Source: an optimization exercise on an open RTL-to-GDS flow (aim: small area, a short achievable clock period and few clock cycles). Production flows keep margins and buffers that such runs may drop.
The RTL was checked by simulation tests, not by an equivalence proof against the original design.
Power and IR drop assume default switching activity.

### flow/config.mk
export PLATFORM = sky130hd
export DESIGN_NAME = mips54
export DESIGN_NICKNAME = mips54
export VERILOG_FILES = /design/flow/design.v
export SDC_FILE = /design/flow/constraint.sdc
export NUM_CORES = 8
export LEC_CHECK = 0
export CAP_MARGIN = 20
export CORE_MARGIN = 2
export CORE_UTILIZATION = 40
export SLEW_MARGIN = 20
export SYNTH_HIERARCHICAL = 1
### flow/constraint.sdc
create_clock -name core_clock -period 20.0 [get_ports {clk}]
set_input_delay 4.0000 -clock core_clock [delete_from_list [all_inputs] [get_ports {clk}]]
set_output_delay 4.0000 -clock core_clock [all_outputs]
set_load 0.01 [all_outputs]
### flow/design.v
module mips54(
input clk,
input rst,
output [31:0] pc,
input [31:0] inst,
output [31:0] dmem_addr,
output dmem_we,
output [3:0] dmem_wstrb,
output [31:0] dmem_wdata,
input [31:0] dmem_rdata
);
localparam C_ADD = 0, C_SUB = 1, C_SLT = 2, C_SLTU = 3, C_AND = 4, C_OR = 5,
           C_XOR = 6, C_NOR = 7, C_LUI = 8, C_SLL = 9, C_SRL = 10, C_SRA = 11,
           C_VAR = 12, C_CLZ = 13, C_LINK = 14, C_MFHI = 15, C_MFLO = 16,
           C_MFC0 = 17, C_MTHI = 18, C_MTLO = 19, C_MULT = 20, C_MULTU = 21,
           C_DIV = 22, C_DIVU = 23, C_BEQ = 24, C_BNE = 25, C_BGEZ = 26,
           C_J = 27, C_JR = 28, C_SYSC = 29, C_BRK = 30, C_TEQ = 31,
           C_ERET = 32, C_MTC0 = 33, C_LD = 34, C_ST = 35, C_IMM = 36,
           C_ZIMM = 37, C_RWE = 38, C_SZH = 39, C_SZB = 40, C_LSG = 41,
           C_HL = 42, C_BR = 43, C_AR = 44, C_C0R = 45, NC = 46;
function [NC+4:0] decode(input [31:0] i);    
  reg [5:0] op, fn;
  reg [4:0] rs, rt, rd, dest;
  reg [NC-1:0] c;
  reg rtype, wr_rd, wr_rt;
  begin
    op = i[31:26]; fn = i[5:0]; rs = i[25:21]; rt = i[20:16]; rd = i[15:11];
    rtype = (op == 6'h00);
    c = {NC{1'b0}};
    c[C_ADD]  = (rtype & (fn == 6'h20 | fn == 6'h21)) | op == 6'h08 | op == 6'h09;
    c[C_SUB]  = rtype & (fn == 6'h22 | fn == 6'h23);
    c[C_SLT]  = (rtype & fn == 6'h2a) | op == 6'h0a;
    c[C_SLTU] = (rtype & fn == 6'h2b) | op == 6'h0b;
    c[C_AND]  = (rtype & fn == 6'h24) | op == 6'h0c;
    c[C_OR]   = (rtype & fn == 6'h25) | op == 6'h0d;
    c[C_XOR]  = (rtype & fn == 6'h26) | op == 6'h0e;
    c[C_NOR]  = rtype & fn == 6'h27;
    c[C_LUI]  = op == 6'h0f;
    c[C_SLL]  = rtype & (fn == 6'h00 | fn == 6'h04);
    c[C_SRL]  = rtype & (fn == 6'h02 | fn == 6'h06);
    c[C_SRA]  = rtype & (fn == 6'h03 | fn == 6'h07);
    c[C_VAR]  = rtype & (fn == 6'h04 | fn == 6'h06 | fn == 6'h07);
    c[C_CLZ]  = op == 6'h1c;
    c[C_LINK] = op == 6'h03 | (rtype & fn == 6'h09);
    c[C_MFHI] = rtype & fn == 6'h10;
    c[C_MFLO] = rtype & fn == 6'h12;
    c[C_MFC0] = op == 6'h10 & rs == 5'b00000;
    c[C_MTHI] = rtype & fn == 6'h11;
    c[C_MTLO] = rtype & fn == 6'h13;
    c[C_MULT] = rtype & fn == 6'h18;
    c[C_MULTU]= rtype & fn == 6'h19;
    c[C_DIV]  = rtype & fn == 6'h1a;
    c[C_DIVU] = rtype & fn == 6'h1b;
    c[C_BEQ]  = op == 6'h04;
    c[C_BNE]  = op == 6'h05;
    c[C_BGEZ] = op == 6'h01;
    c[C_J]    = op == 6'h02 | op == 6'h03;
    c[C_JR]   = rtype & (fn == 6'h08 | fn == 6'h09);
    c[C_SYSC] = rtype & fn == 6'h0c;
    c[C_BRK]  = rtype & fn == 6'h0d;
    c[C_TEQ]  = rtype & fn == 6'h34;
    c[C_ERET] = op == 6'h10 & rs == 5'b10000;
    c[C_MTC0] = op == 6'h10 & rs == 5'b00100;
    c[C_LD]   = op == 6'h20 | op == 6'h21 | op == 6'h23 | op == 6'h24 | op == 6'h25;
    c[C_ST]   = op == 6'h28 | op == 6'h29 | op == 6'h2b;
    c[C_IMM]  = op == 6'h08 | op == 6'h09 | op == 6'h0a | op == 6'h0b |
                op == 6'h0c | op == 6'h0d | op == 6'h0e | c[C_LD] | c[C_ST];
    c[C_ZIMM] = op == 6'h0c | op == 6'h0d | op == 6'h0e;
    c[C_SZH]  = op == 6'h21 | op == 6'h25 | op == 6'h29;
    c[C_SZB]  = op == 6'h20 | op == 6'h24 | op == 6'h28;
    c[C_LSG]  = op == 6'h20 | op == 6'h21;
    c[C_BR]   = op == 6'h04 | op == 6'h05 | op == 6'h01;
    c[C_AR]   = c[C_ADD] | c[C_SUB] | c[C_SLT] | c[C_SLTU];
    c[C_C0R]  = c[C_MFC0] | c[C_ERET] | c[C_SYSC] | c[C_BRK] | c[C_TEQ];
    c[C_HL]   = c[C_MFHI] | c[C_MFLO] | c[C_MTHI] | c[C_MTLO];
    wr_rd = rtype & (fn == 6'h20 | fn == 6'h21 | fn == 6'h22 | fn == 6'h23 |
                     fn == 6'h24 | fn == 6'h25 | fn == 6'h26 | fn == 6'h27 |
                     fn == 6'h2a | fn == 6'h2b | fn == 6'h00 | fn == 6'h02 |
                     fn == 6'h03 | fn == 6'h04 | fn == 6'h06 | fn == 6'h07 |
                     fn == 6'h09 | fn == 6'h10 | fn == 6'h12) | c[C_CLZ];
    wr_rt = op == 6'h08 | op == 6'h09 | op == 6'h0a | op == 6'h0b | op == 6'h0c |
            op == 6'h0d | op == 6'h0e | op == 6'h0f | c[C_LD] | c[C_MFC0];
    dest = (rtype | op == 6'h1c | c[C_MTC0]) ? rd : (op == 6'h03) ? 5'd31 : rt;
    c[C_RWE]  = (wr_rd & (rd != 5'd0)) | (wr_rt & (rt != 5'd0)) | op == 6'h03;
    decode = {dest, c};
  end
endfunction
function [31:0] onehot32(input [4:0] i);
  onehot32 = 32'b1 << i;
endfunction
function [31:0] rdport(input [1023:0] q, input [31:0] sel);
  integer j;
  begin
    rdport = 32'b0;
    for (j = 0; j < 32; j = j + 1)
      rdport = rdport | (q[j*32 +: 32] & {32{sel[j]}});
  end
endfunction
reg [31:0] pc_r;         
wire [31:0] pc_f = pc_r ^ 32'h00400000;    
reg [31:0] npc_x;        
reg        x_erx;        
reg [31:0] x_c0s;        
reg [31:0] ir;           
reg [NC-1:0] xc;         
reg [4:0]  x_dest;
reg [31:0] xs, xt;       
reg        xfsa, xfta;   
reg        xfsr, xftr;   
reg        x_c0st;       
reg        x_lu;         
reg        m_we;
reg [31:0] m_addr;
reg [3:0]  m_strb;
reg [31:0] m_wdata;
reg        m_rwe;        
reg [4:0]  m_rd;
reg [31:0] m_res;        
reg [31:0] m_ar;         
reg        m_sar;        
reg        m_slt, m_sltu, m_cy, m_sx, m_sa;   
reg        m_tx;         
reg        m_c0w;        
reg        m_ld;
reg        m_szh, m_szb, m_lsg;
reg [31:1] gv;           
reg [31:0] cv;           
reg        hv, lv;       
reg [31:0] hi, lo;
reg        md_busy;
reg        md_hcs;       
reg        md_dvh, md_dvl;   
reg        md_nr, md_nq;
wire [31:0] mhi;
assign pc = pc_f;
assign dmem_addr = m_addr;
assign dmem_we = m_we;
assign dmem_wstrb = m_strb;
assign dmem_wdata = m_wdata;
wire [15:0] ld_h = m_addr[1] ? dmem_rdata[31:16] : dmem_rdata[15:0];
wire [7:0]  ld_b = m_addr[0] ? ld_h[15:8] : ld_h[7:0];
wire [31:0] ld_val = m_szb ? {{24{m_lsg & ld_b[7]}}, ld_b} :
                     m_szh ? {{16{m_lsg & ld_h[15]}}, ld_h} : dmem_rdata;
wire        m_lt  = m_sltu ? m_cy : m_sx ? m_sa : m_ar[31];
wire [31:0] m_arv = (m_slt | m_sltu) ? {31'b0, m_lt} : m_ar;
wire [31:0] wb_data = m_ld ? ld_val : m_sar ? m_arv : m_res;
wire [31:0] wb_sel = m_rwe ? onehot32(m_rd) : 32'b0;
wire [1023:0] gq;
assign gq[31:0] = 32'b0;
genvar gi;
generate for (gi = 1; gi < 32; gi = gi + 1) begin : GPR
  reg [31:0] r;
  always @(posedge clk)
    if (wb_sel[gi]) r <= wb_data;
  assign gq[gi*32 +: 32] = r;
end endgenerate
wire [31:0] gv_next = {gv, 1'b0} | {wb_sel[31:1], 1'b0};
always @(posedge clk or posedge rst)
  if (rst) gv <= 31'b0;
  else gv <= gv_next[31:1];
wire x_add = xc[C_ADD], x_sub = xc[C_SUB], x_slt = xc[C_SLT], x_sltu = xc[C_SLTU];
wire x_and = xc[C_AND], x_or = xc[C_OR], x_xor = xc[C_XOR], x_nor = xc[C_NOR];
wire x_lui = xc[C_LUI], x_sll = xc[C_SLL], x_srl = xc[C_SRL], x_sra = xc[C_SRA];
wire x_var = xc[C_VAR], x_clz = xc[C_CLZ], x_link = xc[C_LINK];
wire x_mfhi = xc[C_MFHI], x_mflo = xc[C_MFLO], x_mfc0 = xc[C_MFC0];
wire x_mthi = xc[C_MTHI], x_mtlo = xc[C_MTLO];
wire x_mult = xc[C_MULT], x_multu = xc[C_MULTU], x_div = xc[C_DIV], x_divu = xc[C_DIVU];
wire x_beq = xc[C_BEQ], x_bne = xc[C_BNE], x_bgez = xc[C_BGEZ];
wire x_j = xc[C_J], x_jr = xc[C_JR];
wire x_sysc = xc[C_SYSC], x_brk = xc[C_BRK], x_teq = xc[C_TEQ];
wire x_eret = xc[C_ERET], x_mtc0 = xc[C_MTC0];
wire x_ld = xc[C_LD], x_st = xc[C_ST], x_imm = xc[C_IMM], x_zimm = xc[C_ZIMM];
wire x_rwe = xc[C_RWE], x_szh = xc[C_SZH], x_szb = xc[C_SZB], x_lsg = xc[C_LSG];
wire x_hl = xc[C_HL], x_br = xc[C_BR], x_ar = xc[C_AR], x_c0r = xc[C_C0R];
wire md_stall = md_busy & x_hl;
wire stall = x_lu | md_stall | x_c0st;
function [15:0] rdport16(input [1023:0] q, input [31:0] sel, input h);
  integer j;
  begin
    rdport16 = 16'b0;
    for (j = 0; j < 32; j = j + 1)
      rdport16 = rdport16 | (q[j*32 + h*16 +: 16] & {16{sel[j]}});
  end
endfunction
wire [31:0] xsh, xth;
wire        xfsah, xfsrh, xftah, xftrh;
wire [31:0] va, vb;
assign va[15:0]  = rdport16(gq, xs, 1'b0) | ({16{xfsa}} & m_arv[15:0]) | ({16{xfsr}} & m_res[15:0]);
assign va[31:16] = rdport16(gq, xsh, 1'b1) | ({16{xfsah}} & m_arv[31:16]) | ({16{xfsrh}} & m_res[31:16]);
assign vb[15:0]  = rdport16(gq, xt, 1'b0) | ({16{xfta}} & m_arv[15:0]) | ({16{xftr}} & m_res[15:0]);
assign vb[31:16] = rdport16(gq, xth, 1'b1) | ({16{xftah}} & m_arv[31:16]) | ({16{xftrh}} & m_res[31:16]);
wire [15:0] imm = ir[15:0];
wire [31:0] immx = {{16{imm[15] & ~x_zimm}}, imm};
wire [31:0] opb = x_imm ? immx : vb;
function [32:0] ksadd(input [31:0] a, input [31:0] b, input ci);
  reg [31:0] g, p, gn, pn;
  integer lv, j;
  begin
    g = a & b;
    p = a ^ b;
    g[0] = g[0] | (p[0] & ci);
    for (lv = 1; lv < 32; lv = lv * 2) begin
      gn = g; pn = p;
      for (j = lv; j < 32; j = j + 1) begin
        gn[j] = g[j] | (p[j] & g[j-lv]);
        pn[j] = p[j] & p[j-lv];
      end
      g = gn; p = pn;
    end
    ksadd = {g[31], (a ^ b) ^ {g[30:0], ci}};
  end
endfunction
wire [32:0] sum_c = ksadd(va, opb, 1'b0);
wire [31:0] sum = sum_c[31:0];
wire [32:0] dif_c = ksadd(va, ~opb, 1'b1);
wire [32:0] dif = {~dif_c[32], dif_c[31:0]};
wire [4:0]  sh_n = x_var ? va[4:0] : ir[10:6];
wire sh_big = x_var & (|va[31:5]);
wire [31:0] shl = sh_big ? 32'b0 : (vb << sh_n);
wire [63:0] shr_x = {{32{x_sra & vb[31]}}, vb} >> sh_n;
wire [31:0] shr = sh_big ? {32{x_sra & vb[31]}} : shr_x[31:0];
function [5:0] clz32(input [31:0] x);
  integer j;
  reg found;
  begin
    clz32 = 6'd32;
    found = 1'b0;
    for (j = 31; j >= 0; j = j - 1)
      if (!found && x[j]) begin clz32 = 31 - j; found = 1'b1; end
  end
endfunction
wire [31:0] c0_wsel;
wire        c0_exc, c0_eret;
wire [4:0]  exc_code;
wire [31:0] status, epc;
wire [1023:0] cq;
generate for (gi = 0; gi < 32; gi = gi + 1) begin : CP0R
  reg [31:0] r;
  assign cq[gi*32 +: 32] = r;
  if (gi == 12) begin : ST
    always @(posedge clk)
      if (c0_exc) r <= status << 5;
      else if (c0_eret) r <= status >> 5;
      else if (c0_wsel[gi]) r <= m_wdata;
  end else if (gi == 13) begin : CA
    always @(posedge clk)
      if (c0_exc) r <= {25'b0, exc_code, 2'b00};
      else if (c0_wsel[gi]) r <= m_wdata;
  end else if (gi == 14) begin : EP
    always @(posedge clk)
      if (c0_exc) r <= npc_x;
      else if (c0_wsel[gi]) r <= m_wdata;
  end else begin : R
    always @(posedge clk)
      if (c0_wsel[gi]) r <= m_wdata;
  end
end endgenerate
wire [31:0] c0_rd = rdport(cq, x_c0s & cv);
assign status = cv[12] ? cq[12*32 +: 32] : 32'b0;
assign epc    = cv[14] ? cq[14*32 +: 32] : 32'b0;
always @(posedge clk or posedge rst)
  if (rst) cv <= 32'b0;
  else cv <= cv | c0_wsel | {17'b0, {3{c0_exc}}, 12'b0} | {19'b0, c0_eret, 12'b0};
wire eq = (va == vb);
wire br_taken = (x_beq & eq) | (x_bne & ~eq) | (x_bgez & ~va[31]);
wire exc = x_sysc | x_brk;
assign exc_code = m_tx ? 5'd13 : x_sysc ? 5'd8 : 5'd9;
wire teq_exc = x_teq & eq;
wire redirect = ~stall & ((x_br & ~br_taken) | x_jr | teq_exc | x_erx);
wire [31:0] target = teq_exc ? 32'h00400004 :
                     x_erx ? epc :
                     x_jr ? va : npc_x;
wire [31:0] hi_v = ~hv ? 32'b0 : md_hcs ? mhi : (md_dvh & md_nr) ? -hi : hi;
wire [31:0] lo_v = ~lv ? 32'b0 : (md_dvl & md_nq) ? -lo : lo;
wire [31:0] ar = x_add ? sum : dif[31:0];
wire [31:0] res =
    ({32{x_and}}  & (va & opb)) |
    ({32{x_or}}   & (va | opb)) |
    ({32{x_xor}}  & (va ^ opb)) |
    ({32{x_nor}}  & ~(va | opb)) |
    ({32{x_lui}}  & {imm, 16'b0}) |
    ({32{x_sll}}  & shl) |
    ({32{x_srl | x_sra}} & shr) |
    ({32{x_clz}}  & {26'b0, clz32(va)}) |
    ({32{x_link}} & npc_x) |
    ({32{x_mfhi}} & hi_v) |
    ({32{x_mflo}} & lo_v) |
    ({32{x_mfc0}} & c0_rd);
wire [NC+4:0] f_dec = decode(inst);
wire [NC-1:0] f_c = f_dec[NC-1:0];
wire [4:0] f_rs = stall ? ir[25:21] : inst[25:21];
wire [4:0] f_rt = stall ? ir[20:16] : inst[20:16];
wire nfs = ~stall & x_rwe & (x_dest == inst[25:21]);
wire nft = ~stall & x_rwe & (x_dest == inst[20:16]);
wire nc0 = ~stall & x_mtc0 & f_c[C_C0R];
wire nlu = ~stall & x_ld & x_rwe & ((x_dest == inst[25:21]) | (x_dest == inst[20:16]));
wire [31:0] pc4 = pc_f + 32'd4;
wire f_j  = f_c[C_J];
wire f_sc = f_c[C_SYSC] | f_c[C_BRK];
wire f_er = f_c[C_ERET] & ~(x_mtc0 | x_sysc | x_brk | x_teq | m_c0w | m_tx);
wire f_br = f_c[C_BR];
wire fr = f_j | f_sc | f_er;
wire [31:0] f_other = f_j ? {pc4[31:28], inst[25:0], 2'b00} :
                      f_sc ? 32'h00400004 : epc;
wire f_o = f_j | f_sc | f_er;
wire [31:0] pc_base;
pcsel u_psel(.t(target), .h(pc_f), .o(f_other), .q(pc4),
             .st(redirect), .sh(~redirect & stall), .so(~redirect & ~stall & f_o),
             .sq(~redirect & ~stall & ~f_o), .y(pc_base));
wire sel_bt = ~redirect & ~stall & f_br;
wire [16:0] f_bl;
add16c u_badd(.a(pc4[17:2]), .b(inst[15:0]), .s(f_bl));
wire [13:0] f_ph = pc4[31:18];
function [13:0] incdec14(input [13:0] x, input dn);    
  integer j;
  reg t;
  begin
    t = 1'b1;
    for (j = 0; j < 14; j = j + 1) begin
      incdec14[j] = x[j] ^ t;
      t = t & (x[j] ^ dn);
    end
  end
endfunction
wire [13:0] f_pi = incdec14(f_ph, 1'b0);
wire [13:0] f_pd = incdec14(f_ph, 1'b1);
wire [13:0] f_x1 = sel_bt ? (inst[15] ? f_ph : f_pi) : pc_base[31:18];
wire [13:0] f_x0 = sel_bt ? (inst[15] ? f_pd : f_ph) : pc_base[31:18];
wire [31:0] pc_next;
pcpick u_pick(.sb(sel_bt), .c(f_bl[16]), .bl(f_bl[15:0]), .x1(f_x1), .x0(f_x0),
              .base(pc_base[17:0]), .pn(pc_next));
always @(posedge clk or posedge rst)
  if (rst) pc_r <= 32'b0;
  else pc_r <= pc_next ^ 32'h00400000;
always @(posedge clk or posedge rst)
  if (rst) begin
    xc <= {NC{1'b0}};
    x_lu <= 1'b0;
    x_c0st <= 1'b0;
    x_erx <= 1'b0;
  end else if (redirect) begin
    xc <= {NC{1'b0}};
    x_lu <= 1'b0;
    x_c0st <= 1'b0;
    x_erx <= 1'b0;
  end else if (!stall) begin
    xc <= f_c;
    x_lu <= nlu;
    x_c0st <= nc0;
    x_erx <= f_c[C_ERET] & ~f_er;
  end else begin
    x_lu <= 1'b0;
    x_c0st <= 1'b0;
  end
wire [31:0] xs_d = onehot32(f_rs) & gv_next & {32{~nfs}};
wire [31:0] xt_d = onehot32(f_rt) & gv_next & {32{~nft}};
dreg34 u_xsh(.clk(clk), .d({nfs & ~x_ar, nfs & x_ar, xs_d}), .q({xfsrh, xfsah, xsh}));
dreg34 u_xth(.clk(clk), .d({nft & ~x_ar, nft & x_ar, xt_d}), .q({xftrh, xftah, xth}));
always @(posedge clk)
  if (!stall && !teq_exc) npc_x <= pc4;
always @(posedge clk) begin
  if (!stall) begin
    ir <= inst;
    x_c0s <= onehot32(inst[15:11]);
    x_dest <= f_dec[NC+4:NC];
  end
  xs <= xs_d;
  xt <= xt_d;
  xfsa <= nfs & x_ar;
  xfta <= nft & x_ar;
  xfsr <= nfs & ~x_ar;
  xftr <= nft & ~x_ar;
end
always @(posedge clk or posedge rst)
  if (rst) begin
    m_we <= 1'b0;
    m_rwe <= 1'b0;
    m_c0w <= 1'b0;
    m_tx <= 1'b0;
  end else begin
    m_tx <= ~stall & teq_exc;
    m_we <= ~stall & x_st;
    m_rwe <= ~stall & x_rwe;
    m_c0w <= ~stall & x_mtc0;
  end
always @(posedge clk) begin
  m_addr <= sum;
  m_strb <= x_szb ? (4'b0001 << sum[1:0]) : x_szh ? (sum[1] ? 4'b1100 : 4'b0011) : 4'b1111;
  m_wdata <= x_szb ? {4{vb[7:0]}} : x_szh ? {2{vb[15:0]}} : vb;
  m_rd <= x_dest;
  m_res <= res;
  m_ar <= ar;
  m_sar <= x_ar;
  m_slt <= x_slt;
  m_sltu <= x_sltu;
  m_cy <= dif[32];
  m_sx <= va[31] ^ opb[31];
  m_sa <= va[31];
  m_ld <= x_ld;
  m_szh <= x_szh;
  m_szb <= x_szb;
  m_lsg <= x_lsg;
end
assign c0_wsel = m_c0w ? onehot32(m_rd) : 32'b0;
assign c0_exc  = (~stall & exc) | m_tx;
assign c0_eret = ~stall & x_eret;
reg        md_div;
reg [4:0]  md_cnt;
reg [32:0] md_a;         
reg        md_nrm;       
reg        md_sg, md_nb;    
reg [34:0] md_s, md_c;
reg        md_ci;
reg [11:0] md_be;        
function [2:0] benc(input [2:0] b);
  benc = {b[2], (b[2] & ~b[1] & ~b[0]) | (~b[2] & b[1] & b[0]), b[1] ^ b[0]};
endfunction
function [11:0] benc4(input [7:0] b, input bp);
  benc4 = {benc(b[7:5]), benc(b[5:3]), benc(b[3:1]), benc({b[1:0], bp})};
endfunction
function [34:0] brow(input [32:0] a, input [2:0] e);
  reg [34:0] t;
  begin
    t = e[0] ? {{2{a[32]}}, a} : e[1] ? {a[32], a, 1'b0} : 35'b0;
    t = t ^ {35{e[2]}};
    brow = {~t[34], t[33:0]};
  end
endfunction
function [87:0] csa(input [43:0] x, input [43:0] y, input [43:0] z);
  csa = {(x & y) | (x & z) | (y & z), x ^ y ^ z};
endfunction
wire mlast = (md_cnt[1:0] == 2'd3);
wire [43:0] mr0 = {9'b0, md_s};
wire [43:0] mr1 = {9'b0, md_c};
wire [43:0] mr2 = {9'b0, brow(md_a, md_be[2:0])};
wire [43:0] mr3 = {7'b0, brow(md_a, md_be[5:3]), 2'b0};
wire [43:0] mr4 = {5'b0, brow(md_a, md_be[8:6]), 4'b0};
wire [43:0] mr5 = {3'b0, brow(md_a, md_be[11:9]), 6'b0};
wire [43:0] mr6 = {3'b0, (~md_sg & mlast & lo[7]) ? md_a : 33'b0, 7'b0, md_ci};
wire [43:0] mr7 = {37'b0, md_be[11], 1'b0, md_be[8], 1'b0, md_be[5], 1'b0, md_be[2]};
wire [87:0] ml1a = csa(mr0, mr1, mr2);
wire [87:0] ml1b = csa(mr3, mr4, mr5);
wire [87:0] ml2a = csa(ml1a[43:0], {ml1a[86:44], 1'b0}, ml1b[43:0]);
wire [87:0] ml2b = csa({ml1b[86:44], 1'b0}, mr6, mr7);
wire [87:0] ml3  = csa(ml2a[43:0], {ml2a[86:44], 1'b0}, ml2b[43:0]);
wire [87:0] ml4  = csa(ml3[43:0], {ml3[86:44], 1'b0}, {ml2b[86:44], 1'b0});
wire [43:0] ms = ml4[43:0];
wire [43:0] mc = {ml4[86:44], 1'b0};
wire [8:0]  mlow = {1'b0, ms[7:0]} + {1'b0, mc[7:0]};
assign mhi = md_s[31:0] + md_c[31:0] + {31'b0, md_ci} + 32'haaaaaaac;
wire [33:0] md_a3 = md_s[33:0];    
wire [5:0]  dv_lz0 = clz32(lo ^ {32{md_nr}});
wire [5:0]  dv_lz = (md_a[31:0] == 32'd0) ? 6'd0 : dv_lz0 - {5'b0, md_nr};
wire [31:0] dv_na = md_nr ? -lo : lo;
wire [31:0] dv_nb = md_nb ? -md_a[31:0] : md_a[31:0];
wire [33:0] dv_x  = {hi, lo[31:30]};
wire [35:0] dv_t1 = {2'b00, dv_x} - {3'b000, md_a[31:0]};
wire [35:0] dv_t2 = {2'b00, dv_x} - {2'b00, md_a[31:0], 1'b0};
wire [35:0] dv_t3 = {2'b00, dv_x} - {2'b00, md_a3};
wire        dv_g3 = ~dv_t3[35];
wire [1:0]  dv_q  = dv_g3 ? 2'd3 : ~dv_t2[35] ? 2'd2 : ~dv_t1[35] ? 2'd1 : 2'd0;
wire [31:0] dv_r  = dv_g3 ? dv_t3[31:0] : ~dv_t2[35] ? dv_t2[31:0] :
                    ~dv_t1[35] ? dv_t1[31:0] : dv_x[31:0];
wire md_go = ~stall & (x_mult | x_multu | x_div | x_divu);
wire md_end = md_busy & (~md_div ? mlast : md_nrm ? dv_lz[5] : (md_cnt == 5'd15));
always @(posedge clk or posedge rst)
  if (rst) begin
    md_busy <= 1'b0;
    md_hcs <= 1'b0;
    md_dvh <= 1'b0;
    md_dvl <= 1'b0;
    hv <= 1'b0;
    lv <= 1'b0;
  end else begin
    if (md_go) md_busy <= 1'b1;
    else if (md_end) md_busy <= 1'b0;
    if (md_go | (~stall & x_mthi)) md_hcs <= 1'b0;
    else if (md_end & ~md_div) md_hcs <= 1'b1;
    if (md_go | (~stall & x_mthi)) md_dvh <= 1'b0;
    else if (md_end & md_div) md_dvh <= 1'b1;
    if (md_go | (~stall & x_mtlo)) md_dvl <= 1'b0;
    else if (md_end & md_div) md_dvl <= 1'b1;
    if (md_go | (~stall & x_mthi)) hv <= 1'b1;
    if (md_go | (~stall & x_mtlo)) lv <= 1'b1;
  end
always @(posedge clk)
  if (md_go) begin
    if (x_mult | x_multu) begin
      lo <= vb;
      md_s <= 35'b0;
      md_c <= 35'b0;
      md_ci <= 1'b0;
      md_be <= benc4(vb[7:0], 1'b0);
    end else begin
      hi <= 32'b0;
      lo <= va;
    end
  end else if (md_busy) begin
    if (!md_div) begin
      md_s <= ms[42:8];
      md_c <= mc[42:8];
      md_ci <= mlow[8];
      lo <= {mlow[7:0], lo[31:8]};
      md_be <= benc4(lo[15:8], lo[7]);
    end else if (md_nrm) begin
      lo <= dv_na << {dv_lz[5:1], 1'b0};
      md_s <= {1'b0, dv_nb, 1'b0} + {2'b0, dv_nb};
    end else begin
      hi <= dv_r;
      lo <= {lo[29:0], dv_q};
    end
  end else if (!stall) begin
    if (x_mthi) hi <= va;
    if (x_mtlo) lo <= va;
  end
always @(posedge clk)
  if (md_go) begin
    md_cnt <= 5'd0;
    md_nrm <= x_div | x_divu;
    md_div <= x_div | x_divu;
    md_sg <= x_mult;
    md_a <= (x_div | x_divu) ? {1'b0, vb} : {x_mult & va[31], va};
    md_nb <= x_div & vb[31];
    md_nq <= x_div & (va[31] ^ vb[31]);
    md_nr <= x_div & va[31];
  end else if (md_busy) begin
    md_nrm <= 1'b0;
    if (md_nrm) md_a <= {1'b0, dv_nb};
    md_cnt <= md_nrm ? dv_lz[5:1] : md_cnt + 5'd1;
  end
endmodule
module add16c(
input [15:0] a,
input [15:0] b,
output [16:0] s
);
assign s = {1'b0, a} + {1'b0, b};
endmodule
module pcpick(
input sb,
input c,
input [15:0] bl,
input [13:0] x1,
input [13:0] x0,
input [17:0] base,
output [31:0] pn
);
assign pn[1:0] = base[1:0];
assign pn[17:2] = sb ? bl : base[17:2];
assign pn[31:18] = c ? x1 : x0;
endmodule
module pcsel(
input [31:0] t,
input [31:0] h,
input [31:0] o,
input [31:0] q,
input st,
input sh,
input so,
input sq,
output [31:0] y
);
assign y = ({32{st}} & t) | ({32{sh}} & h) | ({32{so}} & o) | ({32{sq}} & q);
endmodule
module dreg34(
input clk,
input [33:0] d,
output reg [33:0] q
);
always @(posedge clk) q <= d;
endmodule
### flow/flow/run.sh
#!/bin/bash
set -euo pipefail
ARGS=(SETUP_SLACK_MARGIN=14.5 "BUFFER_PORTS_ARGS=-buffer_cell sky130_fd_sc_hd__buf_4"
      CORE_UTILIZATION=45 PLACE_DENSITY=0.62 CTS_CLUSTER_SIZE=25 CTS_CLUSTER_DIAMETER=60
      SKIP_GATE_CLONING=1)
bash standard.sh "${ARGS[@]}" finish > flow_make.log 2>&1
RPT=orfs/reports/sky130hd/mips54/base/6_finish.rpt
ANT=$(grep -hoE "ANT-0002\] Found [0-9]+ net violations" orfs/logs/sky130hd/mips54/base/5_2_route.log | tail -1 | grep -oE "[0-9]+ net" | grep -oE "[0-9]+" || echo 0)
if grep -qE "max (slew|cap) violation count [1-9]" "$RPT" || [ "${ANT:-0}" != "0" ]; then
  cp "$RPT" 6_finish_first.rpt
  rm -f orfs/results/sky130hd/mips54/base/5_* orfs/results/sky130hd/mips54/base/6_* out/final.def
  ARGS[0]=SETUP_SLACK_MARGIN=14.2
  bash standard.sh "${ARGS[@]}" finish > flow_make_retry.log 2>&1
fi
### flow/standard.sh
#!/bin/bash
# synth_recipe.tcl (not shown) runs the flow's synth.tcl, then flattens the netlist and writes it again
# the make line also repeats each setting of config.mk as NAME=value (left out here)
make -C /OpenROAD-flow-scripts/flow DESIGN_CONFIG=/design/flow/config.mk WORK_HOME=/design/flow/orfs CLKGATE_MAP_FILE= SYNTH_SCRIPT=/design/flow/synth_recipe.tcl "${@:-finish}"
==> results of run 1 <==
## what timing repair did
| action | 4_1_cts | 5_1_grt |
|---|---|---|
| pin swaps | 59 | 54 |
| buffers inserted | 150 | 86 |
| endpoints found under the setup margin | 331 | 542 |
| gates resized for setup | 456 | 151 |
## layout by cell type (no fill, tap or decap), types with 47 or more instances in the layout
master / n
a211oi_1: 98
a21o_1: 86
a21oi_1: 524
a221oi_1: 227
a22o_1: 231
a22oi_1: 1370
a31oi_1: 65
and2_1: 108
buf_12: 60
buf_4: 694
buf_6: 107
clkbuf_16: 242
dfrtp_1: 122
dfxtp_1: 200
dfxtp_2: 76
diode_2: 53
edfxtp_1: 2263
fa_1: 173
ha_1: 387
inv_1: 495
mux2_2: 69
mux2i_1: 229
nand2_1: 845
nand2b_1: 50
nand3_1: 172
nand4_1: 381
nor2_1: 632
nor2_4: 73
nor2b_1: 70
nor3_1: 180
o211ai_1: 67
o21a_1: 77
o21ai_0: 420
o22ai_1: 47
o31ai_1: 52
or2_2: 50
or3_1: 53
xnor2_1: 350
xor2_1: 155
## through the flow
step                      instances  utilization (%)  area (um^2)  setup WS (ns)  power [mW]
final                         16910            52.13       162900          14.22       15.33
after global routing          16880            52.10       162800          14.25       15.57
after CTS                     16770            51.61       161200          14.28       15.08
after detailed placement      16170            47.78       149300          12.60       9.646
after global placement        16170            47.75       149200          12.59       9.648
after floorplan               12300                -       142100          13.69       8.242
## flip-flops by register name, indices dropped and copies added, names as in the netlist, 33 cells and up
signal,cells
u_xsh.q,33
u_xth.q,33
md_s,34
GPR.r,992
xc,43
md_c,34
md_a,33
CP0R.r,1024
## how the worst min path moves through the flow
stage,start,to,depth (start not counted)
after floorplan,xc[40],m_szb,0
after global placement,xc[41],m_lsg,0
after detailed placement,xc[3],m_sltu,0
after CTS,xc[3],m_sltu,0
after global routing,xc[3],m_sltu,0
final,xc[2],m_slt,0
## per-layer routing
metal,wire [um],vias to the layer above,track usage [%]
li1,-,47800,-
met1,273400,61800,59.48
met2,316700,11460,67.10
met3,114900,2819,17.15
met4,63070,64,29.92
met5,527,-,0.2083
## report_power, final
| group | total (mW) | switching (mW) | internal (mW) | leakage, nW |
|---|---|---|---|---|
| Clock | 5.21 | 2.64 | 2.57 | 4.20 |
| Combinational | 3.28 | 2.18 | 1.11 | 29.1 |
| Sequential | 6.83 | 0.346 | 6.49 | 25.6 |
| Total | 15.3 | 5.16 | 10.2 | 58.9 |
## critical path: stages
cell and delay (ns):
buf_12 0.11, nor4_4 0.39, nand2_4 0.17, nor3_4 0.17
nand4_1 0.20, buf_4 0.20, buf_6 0.12, and4b_4 0.22
buf_12 0.16, buf_16 0.15, buf_4 0.18, a22oi_2 0.13
nand2_1 0.07, mux2_2 0.26
## layout make-up
| class | instances | share of cell area, % |
|---|---|---|
| repair buffers | 907 | 5.176 |
| well taps | 4140 | 3.181 |
| inverters | 518 | 1.207 |
| flip-flops and latches | 2729 | 48.09 |
| clock buffers | 259 | 3.775 |
| multi-input cells | 8113 | 36.88 |
| clock inverters | 188 | 1.603 |
| diodes | 53 | 0.08144 |
==> impl_metrics.toml, run 1 <==
[outcome]
status = "finished clean"

[global_route]
grt_first_pass_wirelength_um = 1012000
grt_pass1_vias = 114400
gr-total-overflow = 0
grt_max_degree = 72
antenna_found_initial = 101
gr-usage-all-layers_pct = 46.78

[power_and_ir_drop]
peakVddDrop_v = 0.0001234
p_leak_nw = 58.86
power_density_nw_per_um2 = 94.11

[detailed_routing]
viasPerCell = 7.331
firstDrtPassIters = 8
via_count = 123900
drc = 0
wirelength_um = 768600
antenna_left = 0
drtIter0Drc = 22840
wl_per_cell_um = 45.46

[clock_network]
cts_max_level = 4
path_clk_slew_ns = 0.08
cts_tree = "yes"
numCtsBuffers = 237
cts_buffer_depth = 4
clock_latency_ns = 1.01
hold_buffers = 0
clock-sinks = 2729
cts-root-buf = "clkbuf_16"

[sta]
fin_tns_setup_ns = 0
max_slew_margin_pct = 12.85
rsz0062_at_grt = "yes"
finalClockSkew_ns = 0.1173
setup_viol = 0
worst_pin_slew_ns = 1.294
final_hold_viol_count = 0
report.final.slew_viol_count = 0
fmax_mhz = 172.9
finalCritPeriodShare_pct = 28.91
min_period_ns = 5.782
whs_ns = 0.3817

[synth]
netlist_area_um2 = 141500
yosysWarnings = 8
avgSynthCellArea_um2 = 11.50
syn_nets = 12940
synth_cells = 12300

[final_layout]
seq_area_um2 = 78320
drive_gt1_share_pct = 16.37
layout.nets = 13140
multi_input_area_um2 = 60070
area_growth_pct = 15.06
nFillCells = 26950

[min_path]
hold_path.class = "reg2reg"

[run]
drv_cap = 0

[setup_path]
timing.rr.end = "pc_r[2]"
ff2ff_path_depth = 21
reg2reg_setup_slack_ns = 14.32
critPathLaunch = "inst[30]"
worstPathRequired_ns = 20.79
endpoint_kind = "register"
cp.arrival_ns = 6.57
start_kind = "primary input"
crit_type = "in2reg"
cp_max_fo = 8
cp-endpoint = "pc_r[2]"
regToRegStartpoint = "u_xth.q[23]"

[floorplanning]
io_pins = 167
initial_utilization_pct = 45.30
die_y_um = 564.8
fp.dieW_um = 564.8
core_area_um2 = 312400
row_count = 205
die-area_um2 = 319000

[placed_design]
io_buffers = 166
gp_congestion = 1.065
hpwl_um = 493300
Testbench counts, summed over its fixed seeds: cycles 113,788.
==> inputs of run 2 (changes only) <==
--- a/flow/design.v
+++ b/flow/design.v
@@ -19,3 +19,3 @@
            C_ZIMM = 37, C_RWE = 38, C_SZH = 39, C_SZB = 40, C_LSG = 41,
-           C_HL = 42, C_BR = 43, C_AR = 44, C_C0R = 45, NC = 46;
+           C_HL = 42, C_BR = 43, C_AR = 44, C_C0R = 45, C_IMS = 46, NC = 47;
 function [NC+4:0] decode(input [31:0] i);    
@@ -67,2 +67,3 @@
                 op == 6'h0c | op == 6'h0d | op == 6'h0e | c[C_LD] | c[C_ST];
+    c[C_IMS]  = c[C_IMM] & ~c[C_ST];    
     c[C_ZIMM] = op == 6'h0c | op == 6'h0d | op == 6'h0e;
@@ -171,3 +172,3 @@
 wire x_eret = xc[C_ERET], x_mtc0 = xc[C_MTC0];
-wire x_ld = xc[C_LD], x_st = xc[C_ST], x_imm = xc[C_IMM], x_zimm = xc[C_ZIMM];
+wire x_ld = xc[C_LD], x_st = xc[C_ST], x_ims = xc[C_IMS], x_zimm = xc[C_ZIMM];
 wire x_rwe = xc[C_RWE], x_szh = xc[C_SZH], x_szb = xc[C_SZB], x_lsg = xc[C_LSG];
@@ -176,20 +177,9 @@
 wire stall = x_lu | md_stall | x_c0st;
-function [15:0] rdport16(input [1023:0] q, input [31:0] sel, input h);
-  integer j;
-  begin
-    rdport16 = 16'b0;
-    for (j = 0; j < 32; j = j + 1)
-      rdport16 = rdport16 | (q[j*32 + h*16 +: 16] & {16{sel[j]}});
-  end
-endfunction
-wire [31:0] xsh, xth;
-wire        xfsah, xfsrh, xftah, xftrh;
-wire [31:0] va, vb;
-assign va[15:0]  = rdport16(gq, xs, 1'b0) | ({16{xfsa}} & m_arv[15:0]) | ({16{xfsr}} & m_res[15:0]);
-assign va[31:16] = rdport16(gq, xsh, 1'b1) | ({16{xfsah}} & m_arv[31:16]) | ({16{xfsrh}} & m_res[31:16]);
-assign vb[15:0]  = rdport16(gq, xt, 1'b0) | ({16{xfta}} & m_arv[15:0]) | ({16{xftr}} & m_res[15:0]);
-assign vb[31:16] = rdport16(gq, xth, 1'b1) | ({16{xftah}} & m_arv[31:16]) | ({16{xftrh}} & m_res[31:16]);
+wire [31:0] va = rdport(gq, xs) | ({32{xfsa}} & m_arv) | ({32{xfsr}} & m_res);
+wire [31:0] vb = rdport(gq, xt) | ({32{xfta}} & m_arv) | ({32{xftr}} & m_res) | ({32{x_ims}} & immx);
 wire [15:0] imm = ir[15:0];
 wire [31:0] immx = {{16{imm[15] & ~x_zimm}}, imm};
-wire [31:0] opb = x_imm ? immx : vb;
+wire [31:0] opb = vb;
+wire [32:0] sadd_c = ksadd(va, immx, 1'b0);
+wire [31:0] saddr = sadd_c[31:0];
 function [32:0] ksadd(input [31:0] a, input [31:0] b, input ci);
@@ -293,3 +283,3 @@
 wire nfs = ~stall & x_rwe & (x_dest == inst[25:21]);
-wire nft = ~stall & x_rwe & (x_dest == inst[20:16]);
+wire nft = ~stall & x_rwe & (x_dest == inst[20:16]) & ~f_c[C_IMS];
 wire nc0 = ~stall & x_mtc0 & f_c[C_C0R];
@@ -354,6 +344,2 @@
   end
-wire [31:0] xs_d = onehot32(f_rs) & gv_next & {32{~nfs}};
-wire [31:0] xt_d = onehot32(f_rt) & gv_next & {32{~nft}};
-dreg34 u_xsh(.clk(clk), .d({nfs & ~x_ar, nfs & x_ar, xs_d}), .q({xfsrh, xfsah, xsh}));
-dreg34 u_xth(.clk(clk), .d({nft & ~x_ar, nft & x_ar, xt_d}), .q({xftrh, xftah, xth}));
 always @(posedge clk)
@@ -366,4 +352,4 @@
   end
-  xs <= xs_d;
-  xt <= xt_d;
+  xs <= onehot32(f_rs) & gv_next & {32{~nfs}};
+  xt <= onehot32(f_rt) & gv_next & {32{~nft}} & {32{~(stall ? x_ims : f_c[C_IMS])}};
   xfsa <= nfs & x_ar;
@@ -386,4 +372,4 @@
 always @(posedge clk) begin
-  m_addr <= sum;
-  m_strb <= x_szb ? (4'b0001 << sum[1:0]) : x_szh ? (sum[1] ? 4'b1100 : 4'b0011) : 4'b1111;
+  m_addr <= x_st ? saddr : sum;
+  m_strb <= x_szb ? (4'b0001 << saddr[1:0]) : x_szh ? (saddr[1] ? 4'b1100 : 4'b0011) : 4'b1111;
   m_wdata <= x_szb ? {4{vb[7:0]}} : x_szh ? {2{vb[15:0]}} : vb;
@@ -564,8 +550 @@
 endmodule
-module dreg34(
-input clk,
-input [33:0] d,
-output reg [33:0] q
-);
-always @(posedge clk) q <= d;
-endmodule
==> run 2 against run 1 <==
Worst setup slack worse by 0.026 ns. Sequential power shrank 2%. Critical path depth is 3 higher. Fmax is 0.45% lower. Area after synthesis shrank 1.1%. Clock skew is 0.012 ns higher. Count of clock-buffer cells in the layout decreased by 23. Critical path type unchanged. Register-to-register slack worse by 0.10 ns. Design area rose by 0.92%. Routed wire length increased by 5.9%. Via count rose by 3.5%.
==> impl_metrics.toml, run 2 <==
[outcome]
status = "finished clean"

[power_and_ir_drop]
combPwrFrac_pct = 22.6
seqPwrFrac_pct = 44.6
p_leak_nw = 59.42
p_clk_share_pct = 32.8
p_sw_mw = 5.241
power_density_nw_per_um2 = 91.69
sw_frac_of_total_pct = 34.78
peakVddDrop_v = 0.00009916
internal-power_mw = 9.828

[sta]
fin_tns_setup_ns = 0
finalCritPeriodShare_pct = 29.04
rsz0062_at_grt = "yes"
max_slew_margin_pct = 7.978
worst_pin_slew_ns = 1.371
fmax_mhz = 172.2
final_hold_viol_count = 0
fin_ws_ns = 14.19
finalClockSkew_ns = 0.1290
report.final.slew_viol_count = 0
min_period_ns = 5.809
setup_viol = 0

[clock_network]
clock_latency_ns = 1.04
hold_buffers = 0
path_clk_slew_ns = 0.09
cts_buffer_depth = 4
numCtsBuffers = 224
cts-root-buf = "clkbuf_16"
cts_max_level = 4
cts_tree = "yes"
clock-sinks = 2664

[placed_design]
post-place-ws_ns = 11.72
hpwl_um = 533800
dp.cells = 16240
io_buffers = 166
gp_congestion = 1.108

[detailed_routing]
wl_per_cell_um = 47.42
via_count = 128300
viasPerCell = 7.472
drc = 0
drtIter0Drc = 25240
antenna_left = 0
wirelength_um = 814100
firstDrtPassIters = 14

[synth]
yosysMostFrequentCell = "edfxtp_1"
yosysTopAreaCellShare_pct = 48.55
synthTopCellsByArea = "edfxtp_1, a22oi_1, ha_1, dfxtp_1, dfrtp_1"
yosysWarnings = 7
synth_top_cell_by_area = "edfxtp_1"
synth_ff_type = "edfxtp_1"
syn_nets = 12990
ys_ff_latch = 2664
synth_edf_count = 2263
async_flop_share_pct = 5.668
synth_cells = 12320
netlist_area_um2 = 140000
yosysSeqAreaShare_pct = 54.82
synth_cell_type_count = 100
ys_top_cells_by_count = "edfxtp_1, a22oi_1, nand2_1, nor2_1, clkbuf_1"
avgSynthCellArea_um2 = 11.37

[final_layout]
final_util_pct = 53.17
multi_input_area_um2 = 61410
final_cell_mix = "edfxtp_1, a22oi_1, nand2_1"
layout.nets = 13380
instances_no_fill = 17170
largest_reg_flops = 1024
area_growth_pct = 17.41
largestRegisters = "CP0R.r (1024), GPR.r (992), xc (43)"
drive_gt1_share_pct = 18.03
final_common_cell = "edfxtp_1"
nFillCells = 26700
regMostFlops = "CP0R.r"
seq_area_um2 = 77000

[run]
drv_cap = 0

[floorplanning]
core_area_um2 = 309100
die_y_um = 561.7
row_count = 204
initial_utilization_pct = 45.29
io_pins = 167
die-area_um2 = 315600
fp.dieW_um = 561.7

[setup_path]
reg2reg_setup_slack_ns = 14.22
crit_type = "in2reg"
endpoint_kind = "register"
timing.rr.end = "pc_r[22]"
regToRegStartpoint = "xs[4]"
cp.arrival_ns = 6.69
ff2ff_path_depth = 22
cp_max_fo = 32
start_kind = "primary input"
worstPathRequired_ns = 20.88

[global_route]
gr-usage-all-layers_pct = 49.99
grt_pass1_vias = 117300
antenna_found_initial = 116
grt_max_degree = 108
gr-total-overflow = 0
grt_first_pass_wirelength_um = 1065000

[min_path]
hold_depth = 2
hold_start = "CP0R[13].r[12]"
hold_path_end = "CP0R[13].r[12]"
hold_path.class = "reg2reg"
-- run 2: changes by cell type in the layout (fill, tap and decap cells not counted), moves of 46 or more --
cell / change
diode_2: +92
nand2_1: +89
buf_6: +69
dfxtp_1: -61
mux2i_1: -49
nor2_1: +47
nand4_1: -46
-- run 2: layout make-up --
type / instances / area share [%]
Inverter: 507 / 1.204
Sequential cell: 2664 / 46.85
Clock buffer: 236 / 3.489
Timing Repair Buffer: 1045 / 6.284
Antenna cell: 145 / 0.2208
Multi-Input combinational cell: 8273 / 37.37
Clock inverter: 179 / 1.448
Tap cell: 4120 / 3.137
-- run 2: timing repair --
action,4_1_cts,5_1_grt
endpoints found under the setup margin,880,226
setup buffers,250,113
resized for setup,762,329
hold endpoints to repair,0,0
pin swaps,66,94
-- run 2: modules after synthesis, one instance, submodules excluded --
module,cell area (um^2),flops+latches
mips54,138000,2664
add16c,855.8,0
pcsel,679.4,0
pcpick,432.9,0
-- run 2: kinds of logic (layout without fill, tap and decap cells) --
group                      Yosys count  in the layout  synth area share [%]
AOI/OAI and AO/OA                 3820           3820                 19.25
and+or+nand+nor                   3092           3092                 10.52
DFF                               2664           2664                 54.82
buffers and inverters             1379           1967                 3.974
adders and majority gates          603            603                 6.328
xor gates and xnor gates           512            512                 3.203
muxes                              246            246                 1.907
other                                0            145                     0
-- run 2: power groups by stage --
stage | combinational, mW | sequential [mW] | clock, mW
global route | 3.46 | 6.68 | 5.12
CTS | 3.10 | 6.66 | 4.92
finish | 3.41 | 6.72 | 4.94
floorplan | 1.39 | 6.61 | 0
global placement | 2.66 | 6.79 | 0
detailed placement | 2.68 | 6.79 | 0
-- run 2: critical path: stages --
cell,delay [ns]
buf_12,0.11
nor2_4,0.11
buf_6,0.10
buf_6,0.10
nand2_4,0.05
nor3_4,0.29
nand2b_4,0.09
or3_4,0.37
o211ai_1,0.20
nor2_2,0.13
buf_8,0.21
a22oi_2,0.19
nand2_1,0.13
nor2_2,0.17
a21oi_1,0.07
mux2_2,0.27
inv_1,0.06
-- run 2: worst max path at each step --
stage	startpoint	slack (ns)	depth (start not counted)	endpoint
floorplan	inst[28]	13.48	16	pc_r[26]
global placement	xs[17]	11.26	22	pc_r[22]
detailed placement	xs[16]	11.72	22	pc_r[22]
CTS	pc_r[22]	14.29	2	pc[22]
global route	inst[31]	14.18	17	pc_r[22]
finish	inst[31]	14.19	17	pc_r[22]
-- run 2: metrics by stage --
stage / instance area, um^2 / power [mW] / hold WS [ns]
after floorplan: 140400 / 7.996 / 0.3454
after global placement: 147700 / 9.450 / 0.4381
after detailed placement: 148100 / 9.469 / 0.4445
after CTS: 161500 / 14.68 / 0.4607
after global routing: 164100 / 15.26 / 0.4795
final: 164400 / 15.07 / 0.4623
-- run 2: per-layer routing --
metal	track usage [%]	part of all wire (%)	vias up
met1	61.32	34	63610
met2	69.37	40	12680
met4	38.50	10	76
li1	-	-	48310
met3	20.79	15	3623
met5	1.672	0.12	-
Testbench counts of run 2, summed over its fixed seeds: cycles 113,788.
==> inputs of run 3 (changes only) <==
--- a/flow/flow/run.sh
+++ b/flow/flow/run.sh
@@ -3,3 +3,3 @@
 ARGS=(SETUP_SLACK_MARGIN=14.5 "BUFFER_PORTS_ARGS=-buffer_cell sky130_fd_sc_hd__buf_4"
-      CORE_UTILIZATION=45 PLACE_DENSITY=0.62 CTS_CLUSTER_SIZE=25 CTS_CLUSTER_DIAMETER=60
+      CORE_UTILIZATION=50 PLACE_DENSITY=0.68 CTS_CLUSTER_SIZE=25 CTS_CLUSTER_DIAMETER=60
       SKIP_GATE_CLONING=1)
==> run 3 against run 2 <==
Critical endpoint is now pc_r[18]. Sequential cell count is the same. Fmax grew 1.4%. Register-to-register slack gained 0.05 ns. Clock skew shrank 0.0055 ns. First-iteration DRC count grew 3.7%. Critical path depth grew 9. Final cell count shrank 3.5%. Area after synthesis is the same. Worst setup slack gained 0.078 ns.
==> impl_metrics.toml, run 3 <==
[setup_path]
crit_path_top_delay_cell = "buf_4"
start_kind = "register"
crit_family = "buffers and inverters"
crit_type = "reg2reg"
path_buf_inv = 8
cp.arrival_ns = 6.56
worstPathRequired_ns = 20.82
cp_max_fo = 21
endpoint_kind = "register"
slowest_delay_ns = 0.47

[placed_design]
hpwl_um = 487300
gp_congestion = 1.079
io_buffers = 166
dp.cells = 15780
post-place-ws_ns = 12.37

[detailed_routing]
drc = 0
drtIter0Drc = 26170
antenna_left = 0
wirelength_um = 762300
top_layer = "met5"
route.met3.wl_um = 132200
viasPerCell = 7.662
wl_per_cell_um = 46.01
firstDrtPassIters = 22
via_count = 127000
met1_length_um = 254000
met2_length_um = 301100

[sta]
finalCritPeriodShare_pct = 28.65
worst_pin_slew_ns = 1.398
report.final.slew_viol_count = 0
min_period_ns = 5.731
setup_viol = 0
fin_ws_ns = 14.27
fmax_mhz = 174.5
max_slew_margin_pct = 5.838
finalClockSkew_ns = 0.1235
rsz0062_at_grt = "yes"
final_hold_viol_count = 0
fin_tns_setup_ns = 0

[clock_network]
cts_tree = "yes"
cts_max_level = 4
numCtsBuffers = 209
clock-sinks = 2664
clock_latency_ns = 1.03
path_clk_slew_ns = 0.10
cts_buffer_depth = 4
cts-root-buf = "clkbuf_16"
hold_buffers = 0

[final_layout]
largestRegisters = "CP0R.r (1024), GPR.r (992), xc (43)"
final_common_cell = "edfxtp_1"
regMostFlops = "CP0R.r"
final_cell_mix = "edfxtp_1, a22oi_1, nand2_1"
layout.nets = 13280
instances_no_fill = 16570
largest_reg_flops = 1024
area_growth_pct = 15.11
drive_gt1_share_pct = 16.22

[synth]
synth_ff_type = "edfxtp_1"
synth_cells = 12320
synth_edf_count = 2263
yosysMostFrequentCell = "edfxtp_1"
ys_top_cells_by_count = "edfxtp_1, a22oi_1, nand2_1, nor2_1, clkbuf_1"
syn_nets = 12990
synthTopCellsByArea = "edfxtp_1, a22oi_1, ha_1, dfxtp_1, dfrtp_1"
async_flop_share_pct = 5.668
netlist_area_um2 = 140000
yosysSeqAreaShare_pct = 54.82
avgSynthCellArea_um2 = 11.37
synth_cell_type_count = 100
ys_ff_latch = 2664
yosysTopAreaCellShare_pct = 48.55
synth_top_cell_by_area = "edfxtp_1"
yosysWarnings = 7

[floorplanning]
fp.dieW_um = 533.1
die-area_um2 = 284200
row_count = 194
initial_utilization_pct = 50.19
core_area_um2 = 278900
die_y_um = 533.1
io_pins = 167

[global_route]
grt_max_degree = 75
grt_pass1_vias = 116200
antenna_found_initial = 78
gr-usage-all-layers_pct = 51.73
grt_first_pass_wirelength_um = 1008000
gr-total-overflow = 0

[min_path]
hold_path.class = "reg2reg"

[power_and_ir_drop]
peakVddDrop_v = 0.0001329
p_leak_nw = 58.41
power_density_nw_per_um2 = 90.42

[run]
drv_cap = 0

[outcome]
status = "finished clean"
[run 3: per-module statistics from Yosys (local to each module, per instance)]
module | cells | flops+latches | times used
add16c | 110 | 0 | 1
mips54 | 12060 | 2664 | 1
pcsel | 108 | 0 | 1
pcpick | 35 | 0 | 1
[run 3: metrics by stage]
step / utilization, % / cell area [um^2] / total power [mW] / hold slack, ns
2_1_floorplan: - / 140400 / 7.996 / 0.3454
3_3_place_gp: 52.65 / 146900 / 9.377 / 0.4371
3_5_place_dp: 52.70 / 147000 / 9.401 / 0.4452
4_1_cts: 56.75 / 158300 / 14.18 / 0.4593
5_1_grt: 57.73 / 161000 / 14.74 / 0.4736
6_report: 57.78 / 161100 / 14.57 / 0.4599
[run 3: repair_timing]
action,4_1_cts,5_1_grt
gates resized for setup,591,300
buffers inserted,193,144
pin swaps,26,94
setup endpoints to repair,1008,211
[run 3: per-layer routing]
metal,vias up,GRT usage [%]
li1,48010,-
met1,61720,63.81
met2,13410,71.04
met3,3757,23.77
met4,68,37.18
met5,-,1.099
[run 3: kinds of logic (layout without fill, tap and decap cells)]
| family | Yosys count | after routing | synth area share (%) |
|---|---|---|---|
| AOI/OAI and AO/OA | 3820 | 3820 | 19.25 |
| and+or+nand+nor | 3092 | 3092 | 10.52 |
| DFF | 2664 | 2664 | 54.82 |
| buffers and inverters | 1379 | 1851 | 3.974 |
| adders and majority gates | 603 | 603 | 6.328 |
| xor gates and xnor gates | 512 | 512 | 3.203 |
| muxes | 246 | 246 | 1.907 |
| other | 0 | 58 | 0 |
[run 3: worst paths after layout]
check | from | endpoint | slack (ns) | cells after the start
worst min register to register | CP0R[13].r[10] | CP0R[13].r[10] | 0.46 | 2
worst min-delay path | CP0R[13].r[10] | CP0R[13].r[10] | 0.46 | 2
max in group asynchronous | rst | pc_r[16] | 15.02 | 4
min in group asynchronous | rst | m_we | 3.29 | 3
worst max-delay path | xt[29] | pc_r[18] | 14.27 | 26
worst max register to register | xt[29] | pc_r[18] | 14.27 | 26
[run 3: worst register-to-register path, cell delays in order (launching register included)]
cell and delay, ns:
dfxtp_2 0.40, buf_4 0.47, buf_6 0.42, a22oi_1 0.20, nand4_1 0.14, nor4_2 0.07
nand2_1 0.11, buf_4 0.33, inv_1 0.15, ha_1 0.46, nor2_1 0.14, nand2_1 0.10
nor3_4 0.22, nand4_1 0.27, nor2_4 0.30, and2_1 0.23, buf_12 0.17, nor3_4 0.07
nand3_4 0.11, nor4b_4 0.07, o21ai_2 0.09, buf_12 0.21, clkinvlp_4 0.22, buf_4 0.19
nor2_1 0.12, nor2_1 0.05, mux2_2 0.27
[run 3: area by class of cell]
class	instances	area (um^2)
tap	3724	4659
timing repair buffer	956	9333
inverter	507	1983
clock buffer	244	5475
multi-input combinational	8273	60600
sequential	2664	77060
clock inverter	144	1881
antenna	58	145.1
fill	22700	117800
[run 3: where the power goes]
group / internal [mW] / leakage, nW / total, mW / switching, mW
Sequential: 6.33 / 25.0 / 6.72 / 0.391
Clock: 2.21 / 3.56 / 4.61 / 2.40
Combinational: 1.08 / 29.8 / 3.24 / 2.16
Total: 9.62 / 58.4 / 14.6 / 4.95
==> inputs of run 4 (changes only) <==
--- a/flow/design.v
+++ b/flow/design.v
@@ -19,3 +19,3 @@
            C_ZIMM = 37, C_RWE = 38, C_SZH = 39, C_SZB = 40, C_LSG = 41,
-           C_HL = 42, C_BR = 43, C_AR = 44, C_C0R = 45, C_IMS = 46, NC = 47;
+           C_HL = 42, C_BR = 43, C_AR = 44, C_C0R = 45, NC = 46;
 function [NC+4:0] decode(input [31:0] i);    
@@ -67,3 +67,2 @@
                 op == 6'h0c | op == 6'h0d | op == 6'h0e | c[C_LD] | c[C_ST];
-    c[C_IMS]  = c[C_IMM] & ~c[C_ST];    
     c[C_ZIMM] = op == 6'h0c | op == 6'h0d | op == 6'h0e;
@@ -122,3 +121,2 @@
 reg        m_slt, m_sltu, m_cy, m_sx, m_sa;   
-reg        m_tx;         
 reg        m_c0w;        
@@ -172,3 +170,3 @@
 wire x_eret = xc[C_ERET], x_mtc0 = xc[C_MTC0];
-wire x_ld = xc[C_LD], x_st = xc[C_ST], x_ims = xc[C_IMS], x_zimm = xc[C_ZIMM];
+wire x_ld = xc[C_LD], x_st = xc[C_ST], x_imm = xc[C_IMM], x_zimm = xc[C_ZIMM];
 wire x_rwe = xc[C_RWE], x_szh = xc[C_SZH], x_szb = xc[C_SZB], x_lsg = xc[C_LSG];
@@ -178,8 +176,6 @@
 wire [31:0] va = rdport(gq, xs) | ({32{xfsa}} & m_arv) | ({32{xfsr}} & m_res);
-wire [31:0] vb = rdport(gq, xt) | ({32{xfta}} & m_arv) | ({32{xftr}} & m_res) | ({32{x_ims}} & immx);
+wire [31:0] vb = rdport(gq, xt) | ({32{xfta}} & m_arv) | ({32{xftr}} & m_res);
 wire [15:0] imm = ir[15:0];
 wire [31:0] immx = {{16{imm[15] & ~x_zimm}}, imm};
-wire [31:0] opb = vb;
-wire [32:0] sadd_c = ksadd(va, immx, 1'b0);
-wire [31:0] saddr = sadd_c[31:0];
+wire [31:0] opb = x_imm ? immx : vb;
 function [32:0] ksadd(input [31:0] a, input [31:0] b, input ci);
@@ -255,4 +251,4 @@
 wire br_taken = (x_beq & eq) | (x_bne & ~eq) | (x_bgez & ~va[31]);
-wire exc = x_sysc | x_brk;
-assign exc_code = m_tx ? 5'd13 : x_sysc ? 5'd8 : 5'd9;
+wire exc = x_sysc | x_brk | (x_teq & eq);
+assign exc_code = x_sysc ? 5'd8 : x_brk ? 5'd9 : 5'd13;
 wire teq_exc = x_teq & eq;
@@ -283,3 +279,3 @@
 wire nfs = ~stall & x_rwe & (x_dest == inst[25:21]);
-wire nft = ~stall & x_rwe & (x_dest == inst[20:16]) & ~f_c[C_IMS];
+wire nft = ~stall & x_rwe & (x_dest == inst[20:16]);
 wire nc0 = ~stall & x_mtc0 & f_c[C_C0R];
@@ -289,3 +285,3 @@
 wire f_sc = f_c[C_SYSC] | f_c[C_BRK];
-wire f_er = f_c[C_ERET] & ~(x_mtc0 | x_sysc | x_brk | x_teq | m_c0w | m_tx);
+wire f_er = f_c[C_ERET] & ~(x_mtc0 | x_sysc | x_brk | x_teq | m_c0w);
 wire f_br = f_c[C_BR];
@@ -294,7 +290,4 @@
                       f_sc ? 32'h00400004 : epc;
-wire f_o = f_j | f_sc | f_er;
-wire [31:0] pc_base;
-pcsel u_psel(.t(target), .h(pc_f), .o(f_other), .q(pc4),
-             .st(redirect), .sh(~redirect & stall), .so(~redirect & ~stall & f_o),
-             .sq(~redirect & ~stall & ~f_o), .y(pc_base));
+wire [31:0] pc_base = redirect ? target : stall ? pc_f :
+                      (f_j | f_sc | f_er) ? f_other : pc4;
 wire sel_bt = ~redirect & ~stall & f_br;
@@ -344,4 +337,2 @@
   end
-always @(posedge clk)
-  if (!stall && !teq_exc) npc_x <= pc4;
 always @(posedge clk) begin
@@ -350,2 +341,3 @@
     x_c0s <= onehot32(inst[15:11]);
+    npc_x <= pc4;
     x_dest <= f_dec[NC+4:NC];
@@ -353,3 +345,3 @@
   xs <= onehot32(f_rs) & gv_next & {32{~nfs}};
-  xt <= onehot32(f_rt) & gv_next & {32{~nft}} & {32{~(stall ? x_ims : f_c[C_IMS])}};
+  xt <= onehot32(f_rt) & gv_next & {32{~nft}};
   xfsa <= nfs & x_ar;
@@ -364,5 +356,3 @@
     m_c0w <= 1'b0;
-    m_tx <= 1'b0;
   end else begin
-    m_tx <= ~stall & teq_exc;
     m_we <= ~stall & x_st;
@@ -372,4 +362,4 @@
 always @(posedge clk) begin
-  m_addr <= x_st ? saddr : sum;
-  m_strb <= x_szb ? (4'b0001 << saddr[1:0]) : x_szh ? (saddr[1] ? 4'b1100 : 4'b0011) : 4'b1111;
+  m_addr <= sum;
+  m_strb <= x_szb ? (4'b0001 << sum[1:0]) : x_szh ? (sum[1] ? 4'b1100 : 4'b0011) : 4'b1111;
   m_wdata <= x_szb ? {4{vb[7:0]}} : x_szh ? {2{vb[15:0]}} : vb;
@@ -390,3 +380,3 @@
 assign c0_wsel = m_c0w ? onehot32(m_rd) : 32'b0;
-assign c0_exc  = (~stall & exc) | m_tx;
+assign c0_exc  = ~stall & exc;
 assign c0_eret = ~stall & x_eret;
@@ -537,14 +527 @@
 endmodule
-module pcsel(
-input [31:0] t,
-input [31:0] h,
-input [31:0] o,
-input [31:0] q,
-input st,
-input sh,
-input so,
-input sq,
-output [31:0] y
-);
-assign y = ({32{st}} & t) | ({32{sh}} & h) | ({32{so}} & o) | ({32{sq}} & q);
-endmodule
==> run 4 against run 3 <==
First-iteration DRC count grew 1.6%. Design area shrank 1.4%. Fmax shrank 0.56%. Critical endpoint is now pc_r[2]. Still clean on timing, DRC and antenna. Critical path depth shrank 9. Highest routed layer unchanged. Sequential share of layout area grew 0.67 points. Die area shrank 0.11%. Register-to-register slack lost 0.03 ns. Largest cell class unchanged. Power shrank 0.62%. Clock power grew 0.9%.
==> impl_metrics.toml, run 4 <==
[clock_network]
path_clk_slew_ns = 0.09
cts_max_level = 4
clock-sinks = 2662
cts_buffer_depth = 4
numCtsBuffers = 204
clock_latency_ns = 0.98
cts_tree = "yes"
cts-root-buf = "clkbuf_16"
hold_buffers = 0

[power_and_ir_drop]
p_leak_nw = 56.73
power_mw = 14.48
peakVddDrop_v = 0.00008656
power_density_nw_per_um2 = 91.17
p_sw_mw = 4.875
sw_frac_of_total_pct = 33.67
seqPwrFrac_pct = 46.2
p_clk_share_pct = 32.1
internal-power_mw = 9.605
combPwrFrac_pct = 21.7

[final_layout]
final_common_cell = "edfxtp_1"
area_growth_pct = 13.58
final_cell_mix = "edfxtp_1, a22oi_1, nand2_1"
fin_area_um2 = 158800
regMostFlops = "CP0R.r"
largestRegisters = "CP0R.r (1024), GPR.r (992), xc (43)"
drive_gt1_share_pct = 15.22
final_util_pct = 56.95
layout.nets = 12910
largest_reg_flops = 1024

[sta]
final_hold_viol_count = 0
finalClockSkew_ns = 0.08103
whs_ns = 0.3847
report.final.slew_viol_count = 0
finalCritPeriodShare_pct = 28.81
setup_viol = 0
worst_pin_slew_ns = 1.345
min_period_ns = 5.763
fmax_mhz = 173.5
fin_tns_setup_ns = 0
rsz0062_at_grt = "yes"
max_slew_margin_pct = 10.31

[synth]
yosysTopAreaCellShare_pct = 48.60
ys_top_cells_by_count = "edfxtp_1, a22oi_1, nand2_1, nor2_1, clkbuf_1"
yosysWarnings = 7
synthTopCellsByArea = "edfxtp_1, a22oi_1, dfxtp_1, ha_1, dfrtp_1"
ys_ff_latch = 2662
synth_cell_type_count = 117
syn_nets = 12770
async_flop_share_pct = 5.635
netlist_area_um2 = 139800
avgSynthCellArea_um2 = 11.53
synth_cells = 12130
synth_ff_type = "edfxtp_1"
yosysSeqAreaShare_pct = 54.85
synth_top_cell_by_area = "edfxtp_1"
synth_edf_count = 2263
yosysMostFrequentCell = "edfxtp_1"

[floorplanning]
row_count = 194
die_y_um = 532.8
initial_utilization_pct = 50.14
die-area_um2 = 283900
fp.dieW_um = 532.8
core_area_um2 = 278900
io_pins = 167

[detailed_routing]
firstDrtPassIters = 22
antenna_left = 0
drtIter0Drc = 26600
via_count = 124800
viasPerCell = 7.704
wirelength_um = 723900
wl_per_cell_um = 44.69
drc = 0

[global_route]
grt.met3_usage_pct = 23.75
grt_max_degree = 67
antenna_found_initial = 52
grt_pass1_vias = 115600
top_usage_layer = "met2"
grtUsageMet1_pct = 62.01
use_met2_pct = 64.95
grt_first_pass_wirelength_um = 966200
gr-usage-all-layers_pct = 49.19
gr-total-overflow = 0

[setup_path]
worstPathRequired_ns = 20.86
cp.arrival_ns = 6.62
endpoint_kind = "register"
cp_max_fo = 19
start_kind = "register"
reg2reg_setup_slack_ns = 14.24
crit_type = "reg2reg"

[placed_design]
placed_area_um2 = 146600
io_buffers = 166
gp_congestion = 1.094
hpwl_um = 458200

[min_path]
hold_path.class = "reg2reg"

[run]
drv_cap = 0

[outcome]
status = "finished clean"
[run 4: routing by layer]
metal / vias to the layer above / part of all wire (%) / routed length, um
met1: 60670 / 34 / 244000
met4: 60 / 10 / 72500
met5: - / 0.14 / 981
met2: 13240 / 38 / 275100
met3: 3661 / 18 / 131300
li1: 47170 / - / -
[run 4: what timing repair did]
item | in CTS | in global routing
setup buffers | 150 | 77
pin swaps | 21 | 47
setup endpoints to repair | 1083 | 355
gates resized for setup | 454 | 172
[run 4: cell families (layout without fill, tap and decap cells)]
group | count (synthesis) | after routing | synth area share, %
buf+inv | 1392 | 1711 | 4.009
compound gates | 3712 | 3712 | 18.84
flops | 2662 | 2662 | 54.85
xor+xnor | 511 | 511 | 3.201
mux | 347 | 347 | 2.712
simple gates | 2934 | 2934 | 10.35
other cells | 0 | 27 | 0
fa+ha+maj | 571 | 571 | 6.043
[run 4: critical path: stages, from the launching register on]
cell and delay (ns):
dfxtp_2 0.89, buf_4 0.58, a22oi_1 0.16, nand4_1 0.22, nor4_4 0.10, nand2_1 0.08, buf_4 0.29, clkinv_2 0.34
xnor2_1 0.22, nor4_1 0.38, nand4_2 0.14, buf_4 0.24, o21ai_4 0.32, and3b_4 0.36, nand2_1 0.23, nor3_4 0.36
buf_6 0.29, mux2_2 0.37
[run 4: per-stage QoR]
| stage | setup WS (ns) | cells |
|---|---|---|
| 2_1_floorplan | 13.86 | 12130 |
| 3_3_place_gp | 13.01 | 15550 |
| 3_5_place_dp | 12.96 | 15560 |
| 4_1_cts | 14.38 | 16090 |
| 5_1_grt | 14.38 | 16180 |
| 6_report | 14.24 | 16200 |
[run 4: final timing paths]
path | start | to | cells after the start
worst max-delay path | xs[8] | pc_r[2] | 17
worst min-delay path | xc[2] | m_slt | 0
worst max register to register | xs[8] | pc_r[2] | 17
worst min register to register | xc[2] | m_slt | 0
max in group asynchronous | rst | md_busy | 4
min in group asynchronous | rst | gv[3] | 2
[run 4: area by class of cell]
| cell class | instances | area (um^2) |
|---|---|---|
| clock buffers | 234 | 5403 |
| multi-input cells | 8075 | 59920 |
| flip-flops and latches | 2662 | 77020 |
| well taps | 3724 | 4659 |
| repair buffers | 813 | 7664 |
| diodes | 27 | 67.56 |
| clock inverters | 147 | 2128 |
| fillers | 22850 | 120100 |
| inverters | 517 | 1963 |
[run 4: power groups by stage]
stage	sequential [mW]	clock (mW)	combinational [mW]
2_1_floorplan	6.63	0	1.43
3_3_place_gp	6.78	0	2.53
3_5_place_dp	6.78	0	2.55
4_1_cts	6.65	4.61	2.88
5_1_grt	6.67	4.82	3.19
6_report	6.69	4.65	3.14
[run 4: Yosys stat by module (local to each module, per instance)]
module,flip-flops and latches,area (um^2)
mips54,2662,138500
pcpick,0,432.9
add16c,0,855.8
Testbench counts of run 4, summed over its fixed seeds: cycles 113,788.

Re-timed with assumed drivers on the ports (clkbuf_16 on the clock, buf_2 on other inputs), run 4 has 14.237 ns of setup slack against 14.237 ns with ideal ports, and 13.565 ns once port delays also move by the mid clock arrival of 1.054 ns.
